From an optimization exercise on the open Yosys and OpenROAD flow, aimed at small area and a short achievable clock period; shortcuts taken in it are not production practice.
Only simulation tests tie the RTL to the original design; equivalence was not proved.
Power is estimated from default activity; no workload was simulated.

===== flow/design.v =====
`timescale 1ns/1ps
module alu_top(
			   src1,        
               src2,        
               less,        
               A_invert,    
               B_invert,    
               cin,         
               operation,   
               result,      
               cout         
               );
input         src1;
input         src2;
input         less;
input         A_invert;
input         B_invert;
input         cin;
input [3-1:0] operation;                                                     
output        result;
output        cout;
reg           result, cout;
parameter AND = 3'b001, 
          OR  = 3'b010,
          ADD = 3'b011,
		  SUB = 3'b100,
		  NOR = 3'b101,
		  SLT = 3'b110;
always@(*)																	 
begin
	case(operation)
		AND: 
			begin
				result = src1 & src2;
				cout = 1'b0;
			end
		OR: 
			begin
				result = src1 | src2;
				cout = 1'b0;
			end
		ADD: 
			begin
				result = src1 ^ src2 ^ cin;
				cout = (src1 & src2) | (cin & (src1 | src2));
			end
		SUB:  																 
			begin
				result = src1 ^ B_invert ^ cin;
				cout = (src1 & B_invert) | (cin & (src1 | B_invert));
			end
		NOR:																 
			begin
				result = A_invert & B_invert;
				cout = 1'b0;
			end
		SLT:																 
			begin
				result = less;
				cout = (src1 & B_invert) | (cin & (src1 | B_invert));
			end
		default:
			begin
				result = 1'b0;
				cout = 1'b0;
			end
	endcase
end
endmodule
`timescale 1ns/1ps
module alu_bottom(
			   src1,        
               src2,        
               less,        
               A_invert,    
               B_invert,    
               cin,         
               operation,   
               result,      
               cout,        
			   set,         
			   overflow     
               );
input         src1;
input         src2;
input         less;
input         A_invert;
input         B_invert;
input         cin;
input [3-1:0] operation;
output        result;
output        cout;
output        set;
output        overflow;
reg           result, cout, set, overflow;
parameter AND = 3'b001, 
          OR  = 3'b010,
          ADD = 3'b011,
		  SUB = 3'b100,
		  NOR = 3'b101,
		  SLT = 3'b110;
always@(*)
begin
	case(operation)
		AND: 
			begin
				result = src1 & src2;
				cout = 1'b0;
				set = 1'b0;
				overflow = 1'b0;
			end
		OR: 
			begin
				result = src1 | src2;
				cout = 1'b0;
				set = 1'b0;
				overflow = 1'b0;
			end
		ADD: 
			begin
				result = src1 ^ src2 ^ cin;
				cout = (src1 & src2) | (cin & (src1 | src2));
				set = 1'b0;
				overflow = (src1 ^ src2)? 1'b0:                             
				           (src1 ^ src2 ^ cin == src1)? 1'b0:               
						   1'b1;
			end
		SUB:                                                                
			begin
				result = src1 ^ B_invert ^ cin;
				cout = (src1 & B_invert) | (cin & (src1 | B_invert));
				set = 1'b0;
				overflow = (src1 ^ B_invert)? 1'b0:
				           (src1 ^ B_invert ^ cin == src1)? 1'b0:
						   1'b1;
			end
		NOR:
			begin
				result = A_invert & B_invert;
				cout = 1'b0;
				set = 1'b0;
				overflow = 1'b0;
			end
		SLT:
			begin
				result = less;
				cout = 1'b0;
				set = (src1 ^ src2)? ~(src1 < src2):                        
									 src1 ^ B_invert ^ cin;                 
				overflow = 1'b0;
			end
		default:
			begin
				result = 1'b0;
				cout = 1'b0;
				set = 1'b0;
				overflow = 1'b0;
			end
	endcase
end
endmodule
`timescale 1ns/1ps
module alu(
           clk,            
           rst_n,          
           src1,           
           src2,           
           ALU_control,    
           result,         
           zero,           
           cout,           
           overflow        
           );
input           clk;
input           rst_n;
input  [32-1:0] src1;
input  [32-1:0] src2;
input   [4-1:0] ALU_control;
output [32-1:0] result;
output          zero;
output          cout;
output          overflow;
wire    [32-1:0] result;
wire             zero;
wire             cout;
wire             overflow;
parameter And = 4'b0000, Or  = 4'b0001, Add = 4'b0010,
          Sub = 4'b0110, Nor = 4'b1100, Slt = 4'b0111;
wire [31-1:0] t_cout;                                  
wire [32-1:0] cin;									   
wire          set;									   
reg   [3-1:0] operation;
reg  [32-1:0] r_src1, r_src2;                          
reg           cin0;                                    
assign cin = t_cout << 1;							   
assign zero = ~(| result);							   
always@( posedge clk or negedge rst_n ) 
begin
	if(!rst_n) begin								   
		operation = 3'b000;
		r_src1 = 0;
		r_src2 = 0;
		cin0 = 0;
	end
	else begin
		case(ALU_control)
			And: 
			begin
				operation = 3'b001;
				cin0 = 0;
			end
			Or:  
			begin
				operation = 3'b010;
				cin0 = 0;
			end
			Add: 
			begin
				operation = 3'b011;
				cin0 = 0;
			end
			Sub: 
			begin
				operation = 3'b100;
				cin0 = 1;							   
			end
			Nor: 
			begin
				operation = 3'b101;
				cin0 = 0;
			end
			Slt: 
			begin
				operation = 3'b110;
				cin0 = 1;
			end
			default: operation = 3'b111;
		endcase
		r_src1 = src1;
		r_src2 = src2;
	end
end
genvar idx;
generate
	for (idx = 0; idx < 32; idx = idx + 1)
	begin: BLOCK
		if(idx == 0)								  
			begin
				alu_top alu_topI(				
					.src1(r_src1[idx]),
					.src2(r_src2[idx]),
					.less(set),
					.A_invert(~r_src1[idx]),
					.B_invert(~r_src2[idx]),
					.cin(cin0),
					.operation(operation),
					.result(result[idx]),
					.cout(t_cout[idx])
				);
			end
		else if(idx == 31)							  
			begin
				alu_bottom alu_bottomI(
					.src1(r_src1[idx]),
					.src2(r_src2[idx]),
					.less(1'b0),
					.A_invert(~r_src1[idx]),
					.B_invert(~r_src2[idx]),
					.cin(cin[idx]),
					.operation(operation),
					.result(result[idx]),
					.cout(cout),
					.set(set),
					.overflow(overflow)
				);
			end
		else										  
			begin
				alu_top alu_topI(
					.src1(r_src1[idx]),
					.src2(r_src2[idx]),
					.less(1'b0),
					.A_invert(~r_src1[idx]),
					.B_invert(~r_src2[idx]),
					.cin(cin[idx]),
					.operation(operation),
					.result(result[idx]),
					.cout(t_cout[idx])
				);
			end
	end
endgenerate
endmodule

===== flow/run.sh =====
#!/bin/bash
# synth_recipe.tcl (not shown) runs the flow's synth.tcl, then flattens the netlist and writes it again
# the make line also repeats each setting of config.mk as NAME=value (left out here)
make -C /OpenROAD-flow-scripts/flow DESIGN_CONFIG=/design/flow/config.mk WORK_HOME=/design/flow/orfs CLKGATE_MAP_FILE= SYNTH_SCRIPT=/design/flow/synth_recipe.tcl finish

===== flow/config.mk =====
export PLATFORM = sky130hd
export DESIGN_NAME = alu
export DESIGN_NICKNAME = alu
export VERILOG_FILES = /design/flow/design.v
export SDC_FILE = /design/flow/constraint.sdc
export NUM_CORES = 4
export LEC_CHECK = 0
export CAP_MARGIN = 20
export CORE_MARGIN = 2
export CORE_UTILIZATION = 40
export SLEW_MARGIN = 20

===== flow/constraint.sdc =====
create_clock -name core_clock -period 11.0 [get_ports {clk}]
set_input_delay 2.2000 -clock core_clock [delete_from_list [all_inputs] [get_ports {clk}]]
set_output_delay 2.2000 -clock core_clock [all_outputs]
set_load 0.01 [all_outputs]

==> impl_results.md, run 1 <==
* P_int at 0.6178 mW
* Worst Setup End Kind: output port
* Logic pwr share at 30.9%
* GR Util All Layers at 26.05%
* Worst Setup Start Kind: flip-flop
* CTS sink cnt at 68
* DP Cell Count at 1195
* Least-Margin Pin Slew at 1.054 ns
* Slew Limit Fails at 0
* Grt ovf at 0
* CTS tree: yes
* Yosys cell types at 93
* Yosys warnings at 3
* R2R Path Start: cin0
* Die ar. at 18320 um^2
* N_diodes at 0
* Finished Core Util at 50.20%
* Synth Instances at 914
* Clk latency of the worst-skew pair at 0.35 ns
* Worst rel slew slack at 29.46%
* CP arrival at 8.48 ns
* CTS root buffer: clkbuf_16
* First-pass GRT wire length at 37150 um
* Largest net degree at the start of global routing at 69
* DP Wirelength at 16670 um
* Post-route insts no fill at 1216
* Cell taking the most area after synthesis: dfrtp_1
* Status: complete, no violations
* Clock buffer count from CTS at 9
* Post-synth EDFFs at 0
* Switching part of the total at 32.44%
* Via density at 6.145
* Die Span Y at 135.4 um
* Clock group share of total power at 37.5%
* Hold crit path type: flip-flop to flip-flop
* FF+latch count, synth at 68
* Max Freq at 0.09365 GHz
* Area growth from synthesis to layout at 24.06%
* Pre-antenna DRT Iters at 5
* Worst-case clock skew at 0 ns
* CP max stage cell: or4b_4
* Synthesized cell area at 6902 um^2
* IO Count at 105
* Worst Path Class, Setup: flip-flop to output port
* PwrDens at 106.8 nW/um^2
* Die X at 135.4 um
* Post-synthesis sequential area ratio at 24.66%
* Hold Violations, Final at 0
* Final period utilization at 97.08%
* Clk slew on worst S/H paths at 0.05 ns
* Num rows at 48
* Final GP Congestion at 0.9011
* Clock Tree Buf Depth at 2
* Initial antenna violation count at 0
* Routed Antenna Nets at 0
* H-tree levels at 3
* Post-route DRC at 0
* Top FF cell, synth: dfrtp_1
* Core Footprint at 17060 um^2
* Filler Cells Inserted at 1676
* Largest stage delay, worst path at 0.51 ns
* Tmin final at 10.68 ns
* Vias at 7472
* Vias in the first global route at 6880
* Max cap viols at 0
* Static leakage at 3.389 nW
* Most frequent cell after synthesis: nor2_1
* HP Start: cin0
* Syn avg cell area at 7.551 um^2
* Largest cells by area after synthesis: dfrtp_1 (25%), a21oi_1 (5.5%), o21ai_0 (5.3%), nor2_1 (4.9%), nand2_1 (4.6%)
* Hold-fix buffers, CTS at 0
* Post-synthesis net count at 989
* Synth cell count leaders: nor2_1 (91), nand2_1 (85), a21oi_1 (76)
* First DRT Iteration DRCs at 647
* # setup viols final at 0
* Wire length per cell at 19.69 um
* Yosys top cell area share at 24.66%
* Sequential share of power at 31.6%
* Final wirelength at 23940 um
* Layout net count at 1061
* Most used cell along the critical path: buf_4
* Ratio of cells with drive above 1 in the final layout at 12.31%
* Worst Path Required at 8.80 ns
* Highest fanout seen on the critical path at 10
* Buffers on Ports at 104
* Async SR Flop Fraction at 100.0%
* Max VDD drop at 0.09554 mV
* Initial core utilization at 40.46%
* Crit path from: operation[0]
* Switching power at 0.2966 mW
[final timing paths]
kind / endpoint / cells past startpoint / slack (ns)
setup / recovery: zero / 34 / 0.32
hold / removal: cin0 / 2 / 0.66
setup reg to reg: cin0 / 2 / 10.20
hold reg to reg: cin0 / 2 / 0.66
max in group asynchronous: operation[2] / 1 / 8.51
min in group asynchronous: r_src1[19] / 1 / 1.95
[sequential cells by signal, summed over array words and instances (netlist names)]
register and count:
r_src1 32, operation 3, cin0 1, r_src2 32
[timing repair]
item / CTS / global route
resized for setup: 7 / 22
setup buffers: 1 / 4
setup endpoints to repair: 1 / 1
pin swaps: 1 / 12
[metrics by stage]
step	total power, mW	setup TNS, ns	instance area, um^2	setup slack (ns)	hold slack [ns]
6_report	0.9144	0	8562	0.3217	0.6588
2_1_floorplan	0.4597	0	6902	0.9611	0.5959
3_3_place_gp	0.5616	0	8075	0.2049	0.6339
5_1_grt	0.9608	-0.04065	8562	-0.04065	0.7039
4_1_cts	0.9103	0	8462	0.1621	0.6583
3_5_place_dp	0.5607	-0.03879	8075	-0.03879	0.6542
[metal layers]
metal	up-vias	routed length (um)	track usage (%)
met3	63	2023	5.649
met5	-	0	0
met1	3500	10260	34.68
met2	376	10840	41.23
li1	3533	-	-
met4	0	822	10.42
[final cells by class]
| type | count | area, um^2 | area share [%] |
|---|---|---|---|
| Sequential cell | 68 | 1702 | 19.87 |
| Tap cell | 225 | 281.5 | 3.288 |
| Inverter | 41 | 153.9 | 1.797 |
| Multi-Input combinational cell | 710 | 4647 | 54.27 |
| Timing Repair Buffer | 156 | 1428 | 16.67 |
| Clock buffer | 10 | 239.0 | 2.791 |
| Clock inverter | 6 | 111.4 | 1.301 |
[logic make-up (layout without fill, tap and decap cells)]
family,after synthesis,in the layout,synth area share (%)
adder cells (fa/ha/maj),25,25,4.242
XOR/XNOR,6,6,0.7616
flip-flops,68,68,24.66
multiplexers,32,32,4.659
AO/OA/AOI/OAI,356,356,35.95
buffers and inverters,136,213,9.500
AND/OR/NAND/NOR,291,291,20.23
[critical path: cells and delay by family (launching register included)]
family	cells	cell delay (ns)
flip-flops	1	0.37
AND/OR/NAND/NOR	12	2.91
buffers and inverters	6	0.96
adder cells (fa/ha/maj)	5	1.86
AO/OA/AOI/OAI	10	1.86
multiplexers	1	0.14
[power groups by stage]
stage / registers, mW / logic (mW) / clock network [mW]
detailed placement: 0.293 / 0.268 / 0
CTS: 0.288 / 0.272 / 0.349
finish: 0.289 / 0.282 / 0.343
global route: 0.292 / 0.305 / 0.364
floorplan: 0.278 / 0.182 / 0
global placement: 0.293 / 0.269 / 0
[placed cells by master (no fill, tap or decap), types with 12 or more instances in the layout]
cell type / instances
o21ai_0: 72
maj3_1: 13
nor3_1: 16
a21o_1: 12
o221ai_1: 13
clkdlybuf4s50_1: 102
nand3_1: 20
inv_1: 39
buf_4: 52
dfrtp_1: 68
nor2_1: 90
a21oi_1: 74
and3_1: 13
o31ai_1: 13
nand2_1: 84
o21a_1: 14
o211ai_1: 15
mux2i_1: 31
==> run 2: changes to the inputs <==
==> flow/design.v (replaced) <==
`timescale 1ns/1ps
module alu(
           clk,
           rst_n,
           src1,
           src2,
           ALU_control,
           result,
           zero,
           cout,
           overflow
           );
input           clk;
input           rst_n;
input  [32-1:0] src1;
input  [32-1:0] src2;
input   [4-1:0] ALU_control;
output [32-1:0] result;
output          zero;
output          cout;
output          overflow;
wire is_and = (ALU_control == 4'b0000);
wire is_or  = (ALU_control == 4'b0001);
wire is_add = (ALU_control == 4'b0010);
wire is_sub = (ALU_control == 4'b0110);
wire is_slt = (ALU_control == 4'b0111);
wire is_nor = (ALU_control == 4'b1100);
wire        inv  = is_sub | is_slt;
wire [31:0] b    = src2 ^ {32{inv}};
wire [32:0] sum  = {1'b0, src1} + {1'b0, b} + {32'b0, inv};
wire        ovf  = (src1[31] == b[31]) & (sum[31] != src1[31]);
wire        lt   = sum[31] ^ ovf;
wire [31:0] orv  = src1 | src2;
wire [31:0] res  = ({32{is_and}} & (src1 & src2))
                 | ({32{is_or}}  & orv)
                 | ({32{is_nor}} & ~orv)
                 | ({32{is_add | is_sub}} & sum[31:0])
                 | {31'b0, is_slt & lt};
reg  [31:0] r_result;
reg         r_cout;
reg         r_ovf;
always @(posedge clk or negedge rst_n) begin
	if (!rst_n) begin
		r_result <= 32'b0;
		r_cout   <= 1'b0;
		r_ovf    <= 1'b0;
	end else begin
		r_result <= res;
		r_cout   <= (is_add | is_sub) & sum[32];
		r_ovf    <= (is_add | is_sub) & ovf;
	end
end
assign result   = r_result;
assign zero     = ~(|r_result);
assign cout     = r_cout;
assign overflow = r_ovf;
endmodule
==> flow/flow/run.sh (new file) <==
#!/bin/bash
set -euo pipefail
export BUFFER_PORTS_ARGS="-buffer_cell sky130_fd_sc_hd__buf_1"
bash standard.sh > standard_flow.log 2>&1
==> flow/standard.sh (new file) <==
#!/bin/bash
# synth_recipe.tcl (not shown) runs the flow's synth.tcl, then flattens the netlist and writes it again
# the make line also repeats each setting of config.mk as NAME=value (left out here)
make -C /OpenROAD-flow-scripts/flow DESIGN_CONFIG=/design/flow/config.mk WORK_HOME=/design/flow/orfs CLKGATE_MAP_FILE= SYNTH_SCRIPT=/design/flow/synth_recipe.tcl "${@:-finish}"
removed: flow/run.sh
==> run 2 against run 1 <==
  * Combinational power is 9.2% lower
  * Clock power shrank 64%
  * Routed wire length decreased by 44%
  * Critical path depth decreased by 22
  * Sequential share of layout area decreased by 2.5 points
  * Final area down 43%
  * First-iteration DRC count decreased by 70%
  * Worst setup slack improved by 5.0 ns
  * Final cell count decreased by 37%
  * Synthesized cell count down 41%
  * Core utilization is 3.3 points lower
  * Synthesized area is 37% lower
==> impl_results.md, run 2 <==
* PwrDens at 106.7 nW/um^2 (-0.13%)
* Post-route insts no fill at 762 (-37%)
* Initial core utilization at 41.42% (+0.95 points)
* Least-Margin Pin Slew at 1.045 ns (-0.009287 ns)
* IO Count at 105 (unchanged)
* Worst Setup Start Kind: input port
* Max Freq at 0.1750 GHz (+87%)
* Core Footprint at 10420 um^2 (-39%)
* Wire length per cell at 17.67 um (-10%)
* Worst Path Class, Setup: input port to flip-flop
* Layout net count at 730 (-31%)
* Commonest cells after routing, fill and taps aside: buf_1 (103), o211ai_1 (53), a21oi_1 (52), xnor2_1 (41), nand2_1 (35)
* Slew Limit Fails at 0 (unchanged)
* Status: complete, no violations
* Clock buffer count from CTS at 5 (-4)
* Most frequent cell after synthesis: o211ai_1
* Yosys warnings at 1 (-2)
* Fin worst setup slack at 5.284 ns (+4.962 ns)
* Die X at 107.9 um (-20%)
* Worst Path Required at 11.21 ns (+2.41 ns)
* Reg area at 850.8 um^2 (-50%)
* Syn avg cell area at 7.989 um^2 (+5.8%)
* Grt ovf at 0 (unchanged)
* Post-route DRC at 0 (unchanged)
* Tmin final at 5.716 ns (-4.962 ns)
* Yosys cell types at 68 (-27%)
* H-tree levels at 2 (-1)
* Worst rel slew slack at 30.09% (+0.63 points)
* DP Worst Slack at 4.973 ns (+5.011 ns)
* Static leakage at 1.847 nW (-45%)
* Pre-antenna DRT Iters at 4 (-1)
* Clock Tree Buf Depth at 2 (unchanged)
* First-pass GRT wire length at 21740 um (-41%)
* Routed Antenna Nets at 0 (unchanged)
* FF+latch count, synth at 34 (-50%)
* # setup viols final at 0 (unchanged)
* Largest net degree at the start of global routing at 37 (-46%)
* Final period utilization at 51.96% (-45 points)
* Clk slew on worst S/H paths at 0.08 ns (+0.03 ns)
* Area growth from synthesis to layout at 13.34%
* Post-synth EDFFs at 0 (unchanged)
* Filler Cells Inserted at 1055 (-37%)
* Commonest non-fill, non-tap cell in the layout: buf_1
* Synth cell count leaders: o211ai_1 (53), a21oi_1 (52), xnor2_1 (41)
* N_diodes at 0 (unchanged)
* DP Wirelength at 10170 um (-39%)
* Hold-fix buffers, CTS at 0 (unchanged)
* Setup TNS at 0 ns (unchanged)
* Hold Violations, Final at 0 (unchanged)
* Initial antenna violation count at 0 (unchanged)
* Max VDD drop at 0.04758 mV (-50%)
* Synthesized cell area at 4314 um^2 (-37%)
* Post-synthesis net count at 645 (-35%)
* RSZ-0062 raised after global routing: no
* Worst Setup End Kind: flip-flop
* Buffers on Ports at 104 (unchanged)
* Vias at 4576 (-39%)
* Ratio of cells with drive above 1 in the final layout at 5.431% (-6.9 points)
* Die Span Y at 107.9 um (-20%)
* Min Hold Slack at 2.006 ns (+1.347 ns)
* Max FFs per register at 32
* Cell taking the most area after synthesis: dfrtp_1
* Biggest register: r_result
* Num rows at 37 (-23%)
* CTS root buffer: clkbuf_8
* Post-synthesis sequential area ratio at 19.72% (-4.9 points)
* CP arrival at 5.92 ns (-2.56 ns)
* Final wirelength at 13470 um (-44%)
* First DRT Iteration DRCs at 191 (-70%)
* Area of the multi-input gates at 3263 um^2 (-30%)
* Via density at 6.005 (-2.3%)
* Highest fanout seen on the critical path at 32 (+22)
* Final GP Congestion at 0.8692 (-3.5%)
* Post-CTS Setup Inserts at 0 (-1)
* DP Cell Count at 754 (-37%)
* Vias in the first global route at 4432 (-36%)
* Async SR Flop Fraction at 100.0% (unchanged)
* Top FF cell, synth: dfrtp_1
* Largest cells by area after synthesis: dfrtp_1 (20%), ha_1 (9.9%), o211ai_1 (9.2%), xnor2_1 (8.3%), a21oi_1 (6.0%)
* Die ar. at 11630 um^2 (-37%)
* Yosys top cell area share at 19.72% (-4.9 points)
* Post_cts resized at 0 (-7)
* Synth Instances at 540 (-41%)
* CTS tree: yes
* GR Util All Layers at 23.59% (-2.5 points)
* Max cap viols at 0 (unchanged)
* Hold crit path type: input port to asynchronous set/reset pin
* CTS sink cnt at 34 (-50%)
==> run 2: changes by cell type in the layout (fill, tap and decap cells not counted), sizes merged, moves of 16 or more <==
cell           delta
o211ai           +38
a21oi            -22
inv              -22
dfrtp            -34
xnor2            +38
ha               +32
maj3             -19
clkdlybuf4s50   -102
buf              +54
mux2i            -30
nand2            -47
nor3             +16
o21ai            -58
nor2             -67
==> run 2: cells by family (layout without fill, tap and decap cells) <==
logic type               count (synthesis)  after routing  synth area share, %
AO/OA/AOI/OAI                          214            214                36.14
XOR/XNOR                                52             52                10.56
multiplexers                             1              1               0.2320
AND/OR/NAND/NOR                        154            154                17.98
adder cells (fa/ha/maj)                 36             36                10.56
flip-flops                              34             34                19.72
buffers and inverters                   49            135                4.814
==> run 2: critical path: stages <==
cell and delay (ns):
buf_1 0.22, nor2b_1 0.27, nand2_2 0.64, xnor2_1 0.43, ha_1 0.35, a21oi_1 0.28, o21ai_0 0.18, or3_1 0.40
o211a_4 0.28, a211oi_2 0.30, a31oi_1 0.14, o31ai_2 0.20
==> run 2: how the worst max path moves through the flow <==
| stage | startpoint | to | slack (ns) | cells after the start |
|---|---|---|---|---|
| global route | ALU_control[1] | r_result[0] | 5.00 | 12 |
| finish | ALU_control[1] | r_result[0] | 5.28 | 12 |
| global placement | ALU_control[1] | r_result[30] | 5.15 | 13 |
| detailed placement | ALU_control[1] | r_result[30] | 4.97 | 13 |
| floorplan | ALU_control[1] | r_ovf | 6.00 | 13 |
| CTS | ALU_control[1] | r_result[30] | 5.31 | 13 |
==> run 2: cell type report <==
class                      instances  area share [%]
tap                              136           3.480
inverter                          18           1.382
multi-input combinational        457           66.73
clock inverter                     3          0.8188
clock buffer                       5           1.407
sequential                        34           17.40
timing repair buffer             109           8.777
==> run 2: through the flow <==
step	power, mW	instance area [um^2]	utilization (%)
CTS	0.5212	4890	46.94
detailed placement	0.3996	4781	45.90
global placement	0.3965	4781	45.90
global route	0.5588	4890	46.94
finish	0.5215	4890	46.94
floorplan	0.3248	4314	-
==> run 2: routing by layer <==
metal	track usage (%)	part of all wire (%)	vias up
li1	-	-	2246
met1	30.50	44	2176
met2	40.70	50	143
met3	3.632	4.9	11
met4	6.319	0.97	0
met5	0	0	-
==> run 2: report_power, final <==
group / total, mW / internal, mW / switching, mW
logic: 0.256 / 0.0976 / 0.159
clock network: 0.122 / 0.0668 / 0.0552
registers: 0.143 / 0.136 / 0.00686
==> run 3: changes to the inputs <==
==> flow/flow/run.sh (replaced) <==
#!/bin/bash
set -euo pipefail
export BUFFER_PORTS_ARGS="-buffer_cell sky130_fd_sc_hd__buf_1"
export SETUP_SLACK_MARGIN=6
bash standard.sh > standard_flow.log 2>&1
==> run 3 against run 2 <==
  * Clock power about the same
  * Worst setup slack better by 0.88 ns
  * Routed wire length up 3.4%
  * Global-route usage up 0.51 points
  * Synthesized area unchanged
  * Total power up 1.6%
  * Count of clock-buffer cells in the layout unchanged
  * Largest power group unchanged
==> impl_results.md, run 3 <==
* Worst rel slew slack at 39.78% (+9.7 points)
* WL met2 at 6967 um (+3.3%)
* Worst Path Required at 11.19 ns (-0.02 ns)
* GR Util All Layers at 24.10% (+0.51 points)
* Reg area at 850.8 um^2 (unchanged)
* Ratio of cells with drive above 1 in the final layout at 7.484% (+2.1 points)
* Max VDD drop at 0.04417 mV (-7.2%)
* Vias at 4619 (+0.94%)
* H-tree levels at 2 (unchanged)
* Die ar. at 11630 um^2 (unchanged)
* Switching power at 0.2250 mW (+1.9%)
* Status: complete, no violations
* Die X at 107.9 um (unchanged)
* Pre-antenna DRT Iters at 5 (+1)
* Post-route DRC at 0 (unchanged)
* Initial antenna violation count at 0 (unchanged)
* Tmin final at 4.837 ns (-0.8793 ns)
* Met1 WL at 6200 um (+4.6%)
* Yosys cell types at 68 (unchanged)
* Final period utilization at 43.97% (-8.0 points)
* Crit path from: ALU_control[3]
* Initial core utilization at 41.42% (unchanged)
* Largest cells by area after synthesis: dfrtp_1 (20%), ha_1 (9.9%), o211ai_1 (9.2%), xnor2_1 (8.3%), a21oi_1 (6.0%)
* CTS tree: yes
* Biggest register: r_result
* Highest fanout seen on the critical path at 16 (-50%)
* Max Freq at 0.2068 GHz (+18%)
* Area of the multi-input gates at 3366 um^2 (+3.1%)
* Via density at 6.046 (+0.68%)
* RSZ-0062 raised after global routing: no
* CTS root buffer: clkbuf_8
* N_diodes at 0 (unchanged)
* Routed wl met3 at 620 um (-6.6%)
* Yosys top cell area share at 19.72% (unchanged)
* Top FF cell, synth: dfrtp_1
* Synth cell count leaders: o211ai_1 (53), a21oi_1 (52), xnor2_1 (41)
* Sequential share of power at 27.1% (-0.4 points)
* Max cap viols at 0 (unchanged)
* Wire length per cell at 18.22 um (+3.1%)
* FF+latch count, synth at 34 (unchanged)
* Setup TNS at 0 ns (unchanged)
* Die Span Y at 107.9 um (unchanged)
* Max FFs per register at 32 (unchanged)
* Static leakage at 1.881 nW (+1.9%)
* Routed Antenna Nets at 0 (unchanged)
* Worst Setup Start Kind: input port
* Synthesized cell area at 4314 um^2 (unchanged)
* IO Count at 105 (unchanged)
* Vias in the first global route at 4392 (-0.90%)
* # setup viols final at 0 (unchanged)
* DP Wirelength at 10190 um (+0.21%)
* Cell taking the most area after synthesis: dfrtp_1
* Cell area after placement at 4781 um^2 (unchanged)
* Worst Path Class, Setup: input port to flip-flop
* Highest routed layer: met4
* Post-synth EDFFs at 0 (unchanged)
* Filler Cells Inserted at 1056 (+0.095%)
* Final wirelength at 13920 um (+3.4%)
* PwrDens at 105.7 nW/um^2 (-0.93%)
* CP arrival at 5.03 ns (-0.89 ns)
* Synth Instances at 540 (unchanged)
* First DRT Iteration DRCs at 245 (+28%)
* Clock buffer count from CTS at 5 (unchanged)
* Layout net count at 732 (+0.27%)
* Largest net degree at the start of global routing at 37 (unchanged)
* Commonest cells after routing, fill and taps aside: buf_1 (101), o211ai_1 (53), a21oi_1 (50), xnor2_1 (40), nand2_1 (35)
* Hold crit path type: input port to asynchronous set/reset pin
* Min Hold Slack at 2.005 ns (-0.0008700 ns)
* P_int at 0.3049 mW (+1.4%)
* Slew Limit Fails at 0 (unchanged)
* CP Capture Point: r_ovf
* Clock group share of total power at 22.9% (-0.5 points)
* Buffers on Ports at 104 (unchanged)
* Clk slew on worst S/H paths at 0.09 ns (about the same)
* Final GP Congestion at 0.8849 (+1.8%)
* Worst Setup End Kind: flip-flop
* Logic pwr share at 50.0% (+0.9 points)
* Commonest non-fill, non-tap cell in the layout: buf_1
* Num rows at 37 (unchanged)
* Clock Tree Buf Depth at 2 (unchanged)
* Syn avg cell area at 7.989 um^2 (unchanged)
* Post-synthesis net count at 645 (unchanged)
* Post-Layout Inst Area at 5015 um^2 (+2.6%)
* Grt ovf at 0 (unchanged)
* Core Footprint at 10420 um^2 (unchanged)
* First-pass GRT wire length at 21980 um (+1.1%)
* Switching part of the total at 42.46% (+0.14 points)
* Most frequent cell after synthesis: o211ai_1
* CTS sink cnt at 34 (unchanged)
* Area growth from synthesis to layout at 16.24%
* Least-Margin Pin Slew at 0.9033 ns (-0.1416 ns)
* Async SR Flop Fraction at 100.0% (unchanged)
* Hold Violations, Final at 0 (unchanged)
* Yosys warnings at 1 (unchanged)
* Post-synthesis sequential area ratio at 19.72% (unchanged)
-- run 3: cell counts after synthesis --
Identical to the previous run, type by type.
-- run 3: layout make-up --
| cell class | instances | area share [%] |
|---|---|---|
| clock buffers | 5 | 1.372 |
| clock inverters | 3 | 0.7984 |
| inverters | 18 | 1.347 |
| multi-input cells | 458 | 67.12 |
| flip-flops and latches | 34 | 16.97 |
| well taps | 136 | 3.393 |
| repair buffers | 110 | 9.007 |
-- run 3: critical path, stage by stage --
cell and delay [ns]:
buf_1 0.17, nor2b_4 0.25, nand2_8 0.18, xnor2_1 0.18
ha_1 0.37, a21oi_2 0.24, o21ai_0 0.16, or3_1 0.38
o211a_4 0.28, a211oi_2 0.29, nor3b_1 0.24, nor4_1 0.07
-- run 3: worst min-delay path by stage --
stage                     startpoint           to  cells past startpoint
after floorplan                rst_n       r_cout                      0
after global placement         rst_n  r_result[6]                      1
after detailed placement       rst_n  r_result[6]                      1
after CTS                      rst_n  r_result[5]                      1
after global routing           rst_n  r_result[5]                      1
final                          rst_n  r_result[1]                      1
-- run 3: cells by family after synthesis --
logic type / count (synthesis) / share of synthesized area (%)
compound gates: 214 / 36.14
simple gates: 154 / 17.98
xor+xnor: 52 / 10.56
buf+inv: 49 / 4.814
fa+ha+maj: 36 / 10.56
flops: 34 / 19.72
mux: 1 / 0.2320
-- run 3: repair_timing --
item / CTS / global route
resized for setup: 7 / 14
endpoints found under the hold margin: 0 / 0
setup buffers: 1 / 0
gates cloned: 1 / 0
endpoints found under the setup margin: 27 / 21
hold buffers: 0 / 0
pin swaps: 0 / 2
-- run 3: per-layer routing --
metal / vias to the layer above / GRT usage, %
met5: - / 0
met1: 2232 / 31.55
met3: 8 / 2.966
met4: 0 / 5.861
met2: 123 / 41.96
li1: 2256 / -
-- run 3: through the flow --
stage                     setup WS [ns]  util, %  cells  power (mW)
after CTS                         6.000    47.56    764      0.5255
final                             6.163    48.14    764      0.5299
after floorplan                   6.012        -    540      0.3248
after global routing              5.986    48.14    764      0.5665
after global placement            5.144    45.90    754      0.3966
after detailed placement          4.915    45.90    754      0.3992
-- run 3: power groups by stage --
| stage | sequential [mW] | combinational (mW) | clock [mW] |
|---|---|---|---|
| 3_5_place_dp | 0.146 | 0.253 | 0 |
| 5_1_grt | 0.145 | 0.293 | 0.129 |
| 3_3_place_gp | 0.146 | 0.251 | 0 |
| 2_1_floorplan | 0.150 | 0.174 | 0 |
| 4_1_cts | 0.144 | 0.258 | 0.124 |
| 6_report | 0.144 | 0.265 | 0.121 |
==> run 4: changes to the inputs <==
==> flow/run.sh (new file) <==
#!/bin/bash
# synth_recipe.tcl (not shown) runs the flow's synth.tcl, then flattens the netlist and writes it again
# the make line also repeats each setting of config.mk as NAME=value (left out here)
make -C /OpenROAD-flow-scripts/flow DESIGN_CONFIG=/design/flow/config.mk WORK_HOME=/design/flow/orfs CLKGATE_MAP_FILE= SYNTH_SCRIPT=/design/flow/synth_recipe.tcl finish
removed: flow/flow/run.sh
removed: flow/standard.sh
==> run 4 against run 3 <==
  * Still clean
  * Die area stayed put
  * First-iteration DRC count is 8.6% lower
  * Hold slack better by 0.32 ns
  * Maximum frequency is 20% lower
  * Worst setup slack worse by 1.2 ns
  * Combinational power is 8.7% higher
  * Critical path depth is 1 higher
  * Via count is 1.5% lower
==> impl_results.md, run 4 <==
* Ratio of cells with drive above 1 in the final layout at 5.423% (-2.1 points)
* Largest stage delay, worst path at 0.62 ns (+0.24 ns)
* Final GP Congestion at 0.9053 (+2.3%)
* DP Cell Count at 755 (+0.13%)
* DP Wirelength at 10420 um (+2.2%)
* Area growth from synthesis to layout at 28.57%
* Worst Path Required at 11.18 ns (about the same)
* First DRT Iteration DRCs at 224 (-8.6%)
* Routed Antenna Nets at 0 (unchanged)
* Via density at 5.966 (-1.3%)
* Vias in the first global route at 4463 (+1.6%)
* Max FFs per register at 32 (unchanged)
* H-tree levels at 2 (unchanged)
* PwrDens at 99.63 nW/um^2 (-5.7%)
* N_diodes at 0 (unchanged)
* Biggest register: r_result
* Yosys top cell area share at 19.72% (unchanged)
* Largest net degree at the start of global routing at 37 (unchanged)
* Slew Limit Fails at 0 (unchanged)
* Commonest non-fill, non-tap cell in the layout: clkdlybuf4s50_1
* Clock buffer count from CTS at 5 (unchanged)
* Worst Setup Start Kind: input port
* Tmin final at 6.067 ns (+1.230 ns)
* Setup TNS at 0 ns (unchanged)
* Die ar. at 11630 um^2 (unchanged)
* Max cap viols at 0 (unchanged)
* Clk slew on worst S/H paths at 0.09 ns (about the same)
* Buffers on Ports at 104 (unchanged)
* Post-synth EDFFs at 0 (unchanged)
* Hold Violations, Final at 0 (unchanged)
* Hold crit path type: input port to asynchronous set/reset pin
* CTS sink cnt at 34 (unchanged)
* Synth Instances at 540 (unchanged)
* Commonest cells after routing, fill and taps aside: clkdlybuf4s50_1 (104), o211ai_1 (53), a21oi_1 (52), xnor2_1 (41), nand2_1 (35)
* Synthesized cell area at 4314 um^2 (unchanged)
* CP arrival at 6.25 ns (+1.22 ns)
* Clock Tree Buf Depth at 2 (unchanged)
* Max VDD drop at 0.05096 mV (+15%)
* Post-CTS Setup Inserts at 0 (-1)
* Core Footprint at 10420 um^2 (unchanged)
* Yosys warnings at 1 (unchanged)
* Cell taking the most area after synthesis: dfrtp_1
* Most used cell along the critical path: nor2b_1
* IO Count at 105 (unchanged)
* CTS root buffer: clkbuf_8
* Layout net count at 731 (-0.14%)
* Finished Core Util at 53.25% (+5.1 points)
* Pre-antenna DRT Iters at 5 (unchanged)
* Initial antenna violation count at 0 (unchanged)
* Synth cell count leaders: o211ai_1 (53), a21oi_1 (52), xnor2_1 (41)
* Max Freq at 0.1648 GHz (-20%)
* CTS tree: yes
* Die X at 107.9 um (unchanged)
* GR Util All Layers at 24.32% (+0.23 points)
* Static leakage at 2.120 nW (+13%)
* # setup viols final at 0 (unchanged)
* Crit-path cells: clkdlybuf4s50_1 -> nor2b_1 -> nand2_2 -> xnor2_1 -> inv_1 -> fa_1 -> nor2b_1 -> o31ai_1 -> a21o_1 -> a211o_1 -> a2111oi_4 -> nor4_1 -> nand3b_1
* Num rows at 37 (unchanged)
* Worst rel slew slack at 33.20% (-6.6 points)
* Post-route DRC at 0 (unchanged)
* Hold-fix buffers, CTS at 0 (unchanged)
* Wire length per cell at 18.34 um (+0.61%)
* Final period utilization at 55.15% (+11 points)
* Post-route insts no fill at 763 (-0.13%)
* Grt ovf at 0 (unchanged)
* Vias at 4552 (-1.5%)
* Status: complete, no violations
* Yosys cell types at 68 (unchanged)
* First-pass GRT wire length at 22670 um (+3.1%)
* Async SR Flop Fraction at 100.0% (unchanged)
* Post_cts resized at 0 (-7)
* Top FF cell, synth: dfrtp_1
* Initial core utilization at 41.42% (unchanged)
* Largest cells by area after synthesis: dfrtp_1 (20%), ha_1 (9.9%), o211ai_1 (9.2%), xnor2_1 (8.3%), a21oi_1 (6.0%)
* CP max stage cell: nand2_2
* Post-synthesis net count at 645 (unchanged)
* Most frequent cell after synthesis: o211ai_1
* FF+latch count, synth at 34 (unchanged)
* Die Span Y at 107.9 um (unchanged)
* Syn avg cell area at 7.989 um^2 (unchanged)
* Post-synthesis sequential area ratio at 19.72% (unchanged)
* Worst Path Class, Setup: input port to flip-flop
* Worst Setup End Kind: flip-flop
* Highest fanout seen on the critical path at 32 (+16)
* RSZ-0062 raised after global routing: no
* Final wirelength at 13990 um (+0.48%)
* Least-Margin Pin Slew at 0.9985 ns (+0.09524 ns)
## run 4: final cells by class
cell class	count	area, um^2
well taps	136	170.2
clock buffers	5	68.82
clock inverters	3	40.04
flip-flops and latches	34	850.8
multi-input cells	457	3263
fillers	1038	4870
inverters	18	67.56
repair buffers	110	1086
## run 4: through the flow
step                hold WS (ns)  setup slack, ns  power, mW  cell area (um^2)
finish                     2.326            4.933     0.5526              5547
global route               2.352            4.555     0.5914              5547
CTS                        2.334            4.912     0.5537              5547
detailed placement         2.658            4.604     0.4313              5438
global placement           2.662            4.754     0.4307              5438
floorplan                  1.904            6.000     0.3248              4314
## run 4: path summary, 6_finish.rpt
| path | startpoint | to |
|---|---|---|
| max | ALU_control[1] | r_result[28] |
| min | rst_n | r_result[14] |
| max in group asynchronous | rst_n | r_result[20] |
| min in group core_clock | src2[4] | r_result[4] |
## run 4: where the power goes
part	total [mW]	internal (mW)	leakage, nW	switching, mW
logic	0.288	0.129	1.61	0.160
clock network	0.121	0.0668	0.0579	0.0538
registers	0.144	0.136	0.454	0.00736
total	0.553	0.332	2.12	0.221
## run 4: cell families after synthesis
group	after synthesis	synth area share (%)
simple gates	154	17.98
xor+xnor	52	10.56
mux	1	0.2320
flops	34	19.72
buf+inv	49	4.814
compound gates	214	36.14
fa+ha+maj	36	10.56
## run 4: layer usage
metal	track usage [%]	vias up	wire, um
met1	33.43	2159	6371
met4	3.663	0	65
li1	-	2254	-
met2	42.14	134	6844
met3	2.179	5	708
met5	0	-	0
## run 4: critical path: cells and delay by family
kind                       cells  cell delay, ns
and+or+nand+nor                5            1.38
AOI/OAI and AO/OA              4            1.08
buffers and inverters          2            0.69
xor gates and xnor gates       1            0.46
adders and majority gates      1            0.43

==> re-timing with driven ports <==
The flow's constraints put no driver on any port. The routed layouts listed below were extracted and timed again, unchanged, in two steps.
Step 1 (the two cells are an assumption about what drives the block):
set clk [get_ports {clk}]
set_driving_cell -lib_cell sky130_fd_sc_hd__clkbuf_16 $clk
set_driving_cell -lib_cell sky130_fd_sc_hd__buf_2 [delete_from_list [all_inputs] $clk]
Step 2, shift: input delay + t, output delay - t, t = (earliest + latest rising clock arrival at the registers) / 2. This alone moves slack from input paths to output paths.
Three values: no drivers, after step 1, after step 2; two values: the first two.
run	t, ns	setup slack, ns	worst data-port slew with drivers (ns)
run 1	0.391	0.322 / 0.281 / 0.672	0.04
run 2	0.339	5.284 / 5.297 / 4.958	0.04
run 3	0.340	6.163 / 6.175 / 5.835	0.04
run 4	0.326	4.933 / 4.941 / 4.615	0.04
After both steps setup and hold are still met in every run listed. The setup slack of run 3, which loses most, moves by +0.012 ns with the drivers and by -0.328 ns with both steps.
